What follows belongs to an exercise in optimizing a design on an open flow for small area; a production flow would make more cautious choices. Where RTL was checked, it was by simulation tests only, not by an equivalence proof against the original. Power and IR drop assume default switching activity.

JK:
Design tracking_channel, start of the top module:
module tracking_channel (
  input  logic        clk,
  input  logic        rstn,
  input  logic        if_sign,
  input  logic        if_mag,
  input  logic        pre_tic_enable,
  input  logic        tic_enable,
  input  logic [28:0] carr_nco_fc,
  input  logic [27:0] code_nco_fc,
  input  logic [9:0]  prn_key,
  input  logic        prn_key_enable,
  input  logic [10:0] code_slew,
  input  logic        slew_enable,
  input  logic        epoch_enable,
  input  logic [10:0] epoch_load,
  output logic        dump,
  output logic signed [15:0] i_early,
  output logic signed [15:0] q_early,
  output logic signed [15:0] i_prompt,
  output logic signed [15:0] q_prompt,
  output logic signed [15:0] i_late,
  output logic signed [15:0] q_late,
  output logic [31:0] carrier_val,
  output logic [20:0] code_val,
  output logic [10:0] epoch,
  output logic [10:0] epoch_check,
  output logic        test_point_01,
  output logic        test_point_02,
  output logic        test_point_03
);
For scale: ~1,400 cells after synthesis, roughly 270 I/O pins.
export LEC_CHECK = 0
export CAP_MARGIN = 20
export CORE_MARGIN = 2
export CORE_UTILIZATION = 40
export SLEW_MARGIN = 20
export SYNTH_HIERARCHICAL = 1
create_clock -name core_clock -period 10.0 [get_ports {clk}]
standard.sh (not shown) runs the stock make flow with config.mk's settings and CLKGATE_MAP_FILE= SYNTH_SCRIPT=/design/flow/synth_recipe.tcl, a recipe that flattens the netlist after the stock synthesis.
==> flow/flow/run.sh <==
#!/bin/bash
# Layout flow: the standard ORFS flow (standard.sh, unchanged synthesis),
# with two settings changed:
#  - every input and output port still gets its own buffer, but a small
#    buf_1 instead of the default delay buffer (repair may resize it);
#  - clock tree: no dummy loads, smaller clock buffers.
# Each tool's full output is kept in orfs/logs; make's output in standard.log.
set -euo pipefail
export BUFFER_PORTS_ARGS="-buffer_cell sky130_fd_sc_hd__buf_1"
export CTS_ARGS="-sink_clustering_enable -repair_clock_nets -dont_use_dummy_load -buf_list sky130_fd_sc_hd__clkbuf_8 -sink_clustering_size 20 -sink_clustering_max_diameter 80"
bash standard.sh > standard.log 2>&1
Having completed the whole flow, JK delivered a layout that passed the timing, design-rule and antenna checks.
Setup changes, JK to MS
==> flow/run.sh (new file) <==
#!/bin/bash
# synth_recipe.tcl (not shown) runs the flow's synth.tcl, then flattens the netlist and writes it again
# the make line also repeats each setting of config.mk as NAME=value (left out here)
make -C /OpenROAD-flow-scripts/flow DESIGN_CONFIG=/design/flow/config.mk WORK_HOME=/design/flow/orfs CLKGATE_MAP_FILE= SYNTH_SCRIPT=/design/flow/synth_recipe.tcl finish
removed: flow/flow/run.sh
removed: flow/standard.sh
==> comparison <==
- Delta (MS minus JK): post-route clock period utilization has decreased, global-route wire length before repair saw an increase, worst slew margin relative to its limit +8.7 points, non-clock buffer area fraction after layout increased 6.6 points.
- Summary of MS over JK: hold-critical path depth barely changed; relative area of clock buffers and inverters in the final design increased by 4.4 points relative to the old numbers; clock network power share went up.
- The final reports for MS and JK show multi-input gate share of total cell area lower in the former.
- Higher register fraction of the total cell area was reported by JK, not MS.
Relative to MS, the following input files were edited for AL:
==> flow/flow/run.sh (new file) <==
#!/bin/bash
# Layout flow: the standard ORFS flow (standard.sh, unchanged synthesis),
# with two settings changed:
#  - every input and output port still gets its own buffer, but a small
#    buf_1 instead of the default delay buffer (repair may resize it);
#  - clock tree: no dummy loads, smaller clock buffers.
# Each tool's full output is kept in orfs/logs; make's output in standard.log.
set -euo pipefail
export BUFFER_PORTS_ARGS="-buffer_cell sky130_fd_sc_hd__buf_1"
export CTS_ARGS="-sink_clustering_enable -repair_clock_nets -dont_use_dummy_load -buf_list sky130_fd_sc_hd__clkbuf_8 -sink_clustering_size 20 -sink_clustering_max_diameter 50"
bash standard.sh > standard.log 2>&1
==> flow/standard.sh (new file) <==
#!/bin/bash
# synth_recipe.tcl (not shown) runs the flow's synth.tcl, then flattens the netlist and writes it again
# the make line also repeats each setting of config.mk as NAME=value (left out here)
make -C /OpenROAD-flow-scripts/flow DESIGN_CONFIG=/design/flow/config.mk WORK_HOME=/design/flow/orfs CLKGATE_MAP_FILE= SYNTH_SCRIPT=/design/flow/synth_recipe.tcl "${@:-finish}"
removed: flow/run.sh
### Flow results
Per the final summary, AL finished and its layout is clean on timing, DRC and antenna.
MS: PASS, flow complete, no timing, DRC or antenna violations
AL against MS: number of clock buffers in the layout dropped 33%, via density per instance climbed 0.93%, final cell count without fillers dropped 43, setup slack after layout dropped 0.13 ns, internal power summed over all cells dropped 0.60 mW.
Between MS and AL, clock network area share is higher for MS, AL comes in under that.
AL -> MS: non-clock inverter total of the final layout delta 0, exact match
AL -> MS: total power per unit cell area flat
Lower portion of the layout cell area used by non-clock buffers among MS and AL: AL
Relative to MS, switching power of the nets decreased by 0.13 mW in AL.
Largest clock skew in the final design (AL over MS): increase, 0.055 ns
## Diff of input files: TR against AL
-- flow/flow/run.sh --
<<< AL, line 8
set -euo pipefail
export BUFFER_PORTS_ARGS="-buffer_cell sky130_fd_sc_hd__buf_1"
export CTS_ARGS="-sink_clustering_enable -repair_clock_nets -dont_use_dummy_load -buf_list sky130_fd_sc_hd__clkbuf_8 -sink_clustering_size 20 -sink_clustering_max_diameter 50"
bash standard.sh > standard.log 2>&1
>>> TR, line 8
set -euo pipefail
export BUFFER_PORTS_ARGS="-buffer_cell sky130_fd_sc_hd__buf_1"
export CTS_ARGS="-sink_clustering_enable -repair_clock_nets -dont_use_dummy_load -buf_list sky130_fd_sc_hd__clkbuf_16 -sink_clustering_size 40 -sink_clustering_max_diameter 80"
bash standard.sh > standard.log 2>&1
Findings:
- Reported for AL and TR, number of rows created at floorplan turned out identical to the last digit.
- [compare] base=AL new=TR: portion of the layout cell area used by clock cells went up 0.19 points; wire length dropped 250 µm; met1 track demand over resource roughly the same; achievable clock frequency closely matched the old numbers; leakage power figure about even.
- Of AL and TR, the run reporting the higher cell-internal power was TR.
- In the flow results for AL and TR, the power per unit of standard cell area is smaller on AL.
- The via count reported for TR is lower than the one for AL.
- Re maximum VDD drop: TR is about 13% down on AL.
> inputs changed (TR -> PW)
-- flow/flow/run.sh --
<<< TR, line 8
set -euo pipefail
export BUFFER_PORTS_ARGS="-buffer_cell sky130_fd_sc_hd__buf_1"
export CTS_ARGS="-sink_clustering_enable -repair_clock_nets -dont_use_dummy_load -buf_list sky130_fd_sc_hd__clkbuf_16 -sink_clustering_size 40 -sink_clustering_max_diameter 80"
bash standard.sh > standard.log 2>&1
>>> PW, line 8
set -euo pipefail
export BUFFER_PORTS_ARGS="-buffer_cell sky130_fd_sc_hd__buf_1"
export CTS_ARGS="-sink_clustering_enable -repair_clock_nets -dont_use_dummy_load -buf_list {sky130_fd_sc_hd__clkbuf_4 sky130_fd_sc_hd__clkbuf_8}"
bash standard.sh > standard.log 2>&1
--- outcome ---
Relative area change from synthesis to final layout delta for PW relative to TR: 1.6 points higher. Of PW and TR, TR shows the lower detailed-routing wirelength on met1, with PW above it. Summary of PW over TR: worst setup margin decreased by 0.038 ns relative to the old numbers, count of routing violations after the opening detailed-route iteration went up 10%, number of nets in the finished design now larger, portion of total power attributed to combinational logic went down by 1.9 points. The final count of pins violating max slew on TR is in line with that on PW. Diff TR -> PW: utilization +0.66 points, overall routing resource usage now sits higher. On detailed-route wire length per cell, PW and TR are neck and neck. On wire length of the first global-routing pass: between PW and TR, it ends up higher for PW.
No run of this note included a check of the RTL's function; only the layout flow was run.

## the baseline
tracking_channel, a different RTL version from the one above (not shown whole).
Size in the first run: about 1300 cells after synthesis, about 430 flip-flops, roughly 270 I/O pins.
Settings: LEC_CHECK=0, CAP_MARGIN=0, CORE_MARGIN=2, CORE_UTILIZATION=70, SLEW_MARGIN=0, SYNTH_HIERARCHICAL=1; clock period 10.0 ns.
==> flow/flow/run.sh <==
#!/bin/bash
# Layout flow: the standard ORFS flow (standard.sh, unchanged synthesis),
# with two settings changed:
#  - every input and output port still gets its own buffer, but a small
#    buf_1 instead of the default delay buffer (repair may resize it);
#  - clock tree: no dummy loads, smaller clock buffers.
# Each tool's full output is kept in orfs/logs; make's output in standard.log.
set -euo pipefail
export BUFFER_PORTS_ARGS="-buffer_cell sky130_fd_sc_hd__buf_1"
export CTS_ARGS="-sink_clustering_enable -repair_clock_nets -dont_use_dummy_load -buf_list sky130_fd_sc_hd__clkbuf_8 -sink_clustering_size 20 -sink_clustering_max_diameter 60"
bash standard.sh > standard.log 2>&1
> inputs changed (the baseline -> the candidate)
-- flow/flow/run.sh --
<<< the baseline, line 8
set -euo pipefail
export BUFFER_PORTS_ARGS="-buffer_cell sky130_fd_sc_hd__buf_1"
export CTS_ARGS="-sink_clustering_enable -repair_clock_nets -dont_use_dummy_load -buf_list sky130_fd_sc_hd__clkbuf_8 -sink_clustering_size 20 -sink_clustering_max_diameter 60"
bash standard.sh > standard.log 2>&1
>>> the candidate, line 8
set -euo pipefail
export BUFFER_PORTS_ARGS="-buffer_cell sky130_fd_sc_hd__buf_1"
export CTS_ARGS="-sink_clustering_enable -repair_clock_nets -dont_use_dummy_load -buf_list sky130_fd_sc_hd__clkbuf_8 -sink_clustering_size 16 -sink_clustering_max_diameter 60"
bash standard.sh > standard.log 2>&1
-- flow/config.mk --
<<< the baseline, line 8
export CAP_MARGIN = 0
export CORE_MARGIN = 2
export CORE_UTILIZATION = 70
export SLEW_MARGIN = 0
export SYNTH_HIERARCHICAL = 1
>>> the candidate, line 8
export CAP_MARGIN = 0
export CORE_MARGIN = 2
export CORE_UTILIZATION = 55
export PLACE_DENSITY = 0.75
export SLEW_MARGIN = 0
export SYNTH_HIERARCHICAL = 1
[summary]
- The baseline → the candidate: per-cell routed wire length has decreased, cell count rose 4.4%.
- Looking at the candidate and the baseline, the fmax is a wash.
- In the tables for the candidate and the baseline, number of well taps reads higher with the candidate.
- Relative to the baseline, total number of placement rows has increased by 14% in the candidate.
- Between the candidate and the baseline, it is the candidate whose clock share of power is higher, by 1.1 points.
- Cell area | the candidate above the baseline

== ember ==
Starting RTL as in the previous note.
clock: 10.0 ns
lec_check: 0
cap_margin: 0
core_margin: 2
core_utilization: 55
slew_margin: 0
synth_hierarchical: 1
==> flow/flow/run.sh <==
#!/bin/bash
# Layout flow: the standard ORFS flow (standard.sh, unchanged synthesis),
# with two settings changed:
#  - every input and output port still gets its own buffer, but a small
#    buf_1 instead of the default delay buffer (repair may resize it);
#  - clock tree: no dummy loads, smaller clock buffers.
# Each tool's full output is kept in orfs/logs; make's output in standard.log.
set -euo pipefail
export BUFFER_PORTS_ARGS="-buffer_cell sky130_fd_sc_hd__buf_1"
export CTS_ARGS="-sink_clustering_enable -repair_clock_nets -dont_use_dummy_load -buf_list sky130_fd_sc_hd__clkbuf_8 -sink_clustering_size 18 -sink_clustering_max_diameter 55"
bash standard.sh > standard.log 2>&1
ember completed; timing, DRC and antenna clean
Setup changes, ember to juniper
-- flow/flow/run.sh --
<<< ember, line 8
set -euo pipefail
export BUFFER_PORTS_ARGS="-buffer_cell sky130_fd_sc_hd__buf_1"
export CTS_ARGS="-sink_clustering_enable -repair_clock_nets -dont_use_dummy_load -buf_list sky130_fd_sc_hd__clkbuf_8 -sink_clustering_size 18 -sink_clustering_max_diameter 55"
bash standard.sh > standard.log 2>&1
>>> juniper, line 8
set -euo pipefail
export BUFFER_PORTS_ARGS="-buffer_cell sky130_fd_sc_hd__buf_1"
export CTS_ARGS="-sink_clustering_enable -repair_clock_nets -dont_use_dummy_load -buf_list sky130_fd_sc_hd__clkbuf_8 -sink_clustering_size 16 -sink_clustering_max_diameter 60"
bash standard.sh > standard.log 2>&1
-- flow/config.mk --
<<< ember, line 6
export NUM_CORES = 4
export LEC_CHECK = 0
export CAP_MARGIN = 0
export CORE_MARGIN = 2
export CORE_UTILIZATION = 55
export SLEW_MARGIN = 0
export SYNTH_HIERARCHICAL = 1
>>> juniper, line 6
export NUM_CORES = 4
export LEC_CHECK = 0
export CAP_MARGIN = 20
export CORE_MARGIN = 2
export CORE_UTILIZATION = 55
export SLEW_MARGIN = 20
export SYNTH_HIERARCHICAL = 1
[summary]
Maximum frequency across ember and juniper: no real change. [juniper vs ember] final hold slack: higher in juniper. In juniper, length of the first detailed-routing pass in iterations is lower than in ember. Number of gates resized after CTS: ember vs juniper identical. Delta (juniper minus ember): total negative setup slack comparable; design area comparable; area added between synthesis and finish now larger; count of non-filler cells in the finished layout comparable. Ratio of final minimum period to clock period across ember and juniper: no real change.
Modified inputs, fjord compared to juniper
-- flow/config.mk --
<<< juniper, line 6
export NUM_CORES = 4
export LEC_CHECK = 0
export CAP_MARGIN = 20
export CORE_MARGIN = 2
export CORE_UTILIZATION = 55
export SLEW_MARGIN = 20
export SYNTH_HIERARCHICAL = 1
>>> fjord, line 6
export NUM_CORES = 4
export LEC_CHECK = 0
export CAP_MARGIN = 0
export CORE_MARGIN = 2
export CORE_UTILIZATION = 55
export SLEW_MARGIN = 0
export SYNTH_HIERARCHICAL = 1
Notes after the runs:
- fjord finished every stage and its layout cleared the timing, design-rule and antenna checks.
- Looking at fjord and juniper, the number of vias per cell after detailed routing is a wash.
- Delta (fjord minus juniper): shortest period the worst path allows now smaller; total power roughly the same.
--- input diff fjord..zinc ---
-- flow/config.mk --
<<< fjord, line 8
export CAP_MARGIN = 0
export CORE_MARGIN = 2
export CORE_UTILIZATION = 55
export SLEW_MARGIN = 0
export SYNTH_HIERARCHICAL = 1
>>> zinc, line 8
export CAP_MARGIN = 0
export CORE_MARGIN = 2
export CORE_UTILIZATION = 70
export SLEW_MARGIN = 0
export SYNTH_HIERARCHICAL = 1
==> comparison <==
Summary of zinc over fjord: normalized max-slew margin went down; cell area after layout lower. Post-route minimum period: zinc higher than fjord. Compared with fjord, zinc shows worst setup slack lower by 0.082 ns. zinc has die area below what fjord had. Between fjord and zinc, fraction of layout cells with a size suffix above 1 decreased. Changes observed in zinc relative to fjord: number of iterations in the first detailed-routing pass climbed 1, share of final layout cell area taken by non-clock buffers barely changed, leakage component of the power barely changed, final weighted congestion of routability-driven global placement climbed 4.7%.

tracking_channel, a different RTL version from the one above (not shown whole).
Size in the first run: roughly 1300 cells after synthesis, about 270 I/O pins.
export LEC_CHECK = 0
export CAP_MARGIN = 20
export CORE_MARGIN = 2
export CORE_UTILIZATION = 55
export SLEW_MARGIN = 20
export SYNTH_HIERARCHICAL = 1
create_clock -name core_clock -period 10.0 [get_ports {clk}]
==> flow/flow/run.sh <==
#!/bin/bash
# Layout flow: the standard ORFS flow (standard.sh, unchanged synthesis),
# with two settings changed:
#  - every input and output port still gets its own buffer, but a small
#    buf_1 instead of the default delay buffer (repair may resize it);
#  - clock tree: no dummy loads, smaller clock buffers.
# Each tool's full output is kept in orfs/logs; make's output in standard.log.
set -euo pipefail
export BUFFER_PORTS_ARGS="-buffer_cell sky130_fd_sc_hd__buf_1"
export CTS_ARGS="-sink_clustering_enable -repair_clock_nets -dont_use_dummy_load -buf_list sky130_fd_sc_hd__clkbuf_8 -sink_clustering_size 24 -sink_clustering_max_diameter 45"
bash standard.sh > standard.log 2>&1
Rerun with:
--- a/flow/flow/run.sh
+++ b/flow/flow/run.sh
@@ -8,4 +8,4 @@
 set -euo pipefail
 export BUFFER_PORTS_ARGS="-buffer_cell sky130_fd_sc_hd__buf_1"
-export CTS_ARGS="-sink_clustering_enable -repair_clock_nets -dont_use_dummy_load -buf_list sky130_fd_sc_hd__clkbuf_8 -sink_clustering_size 24 -sink_clustering_max_diameter 45"
+export CTS_ARGS="-sink_clustering_enable -repair_clock_nets -dont_use_dummy_load -buf_list sky130_fd_sc_hd__clkbuf_16 -sink_clustering_size 30 -sink_clustering_max_diameter 50"
 bash standard.sh > standard.log 2>&1
What happened: Flip-flop and latch count stays the same. Final area rose by 1.9%. Clock-buffer cell count went down by 5. Worst hold slack got worse by 3.2 ps. Utilization grows by 1.2 points. Routed wire length is about the same. Synthesized cell count does not change. Global-route usage hardly moves. Power rose by 5.8%.

[re-timing with driven ports]
How much do the figures lean on ideal ports? The routed layouts below were timed once more, with nothing changed but the port constraints.
Step 1 (the two cells are an assumption about what drives the block):
set clk [get_ports {clk}]
set_driving_cell -lib_cell sky130_fd_sc_hd__clkbuf_16 $clk
set_driving_cell -lib_cell sky130_fd_sc_hd__buf_2 [delete_from_list [all_inputs] $clk]
Step 2 times the ports against the registers' clock, not the clock port: input delays grow and output delays shrink by t, the midpoint of the rising clock arrivals with the driver on.
Slacks: no drivers / after step 1 / after step 2; pairs: no drivers / after step 1.
run | shift t [ns] | setup WS [ns] | worst setup path at the end | slew at the worst register clock pin (ns)
JK | 0.665 | 0.280 / 0.314 / -0.352 | input to register | 0.12 / 0.12
MS | 0.625 | 0.336 / 0.358 / -0.267 | input to register | 0.06 / 0.06
AL | 0.642 | 0.206 / 0.232 / -0.410 | input to register | 0.09 / 0.09
TR | 0.617 | 0.233 / 0.264 / -0.353 | input to register | 0.11 / 0.11
PW | 0.658 | 0.195 / 0.221 / -0.437 | input to register | 0.06 / 0.06
the baseline | 0.617 | 1.048 / 1.048 / 1.048 | register to register | 0.12 / 0.12
the candidate | 0.581 | 1.059 / 1.059 / 1.059 | register to register | 0.10 / 0.10
ember | 0.589 | 1.106 / 1.106 / 1.106 | register to register | 0.11 / 0.11
juniper | 0.575 | 1.109 / 1.109 / 1.109 | register to register | 0.10 / 0.10
fjord | 0.574 | 1.117 / 1.117 / 1.117 | register to register | 0.10 / 0.10
zinc | 0.548 | 1.035 / 1.035 / 1.035 | register to register | 0.10 / 0.10
the first run of note 4 | 0.603 | 1.029 / 1.029 / 1.029 | register to register | 0.11 / 0.11
the second run of note 4 | 0.559 | 1.070 / 1.070 / 1.070 | register to register | 0.08 / 0.08
With both steps, setup timing fails in 5 of these runs, where it was met with ideal ports.
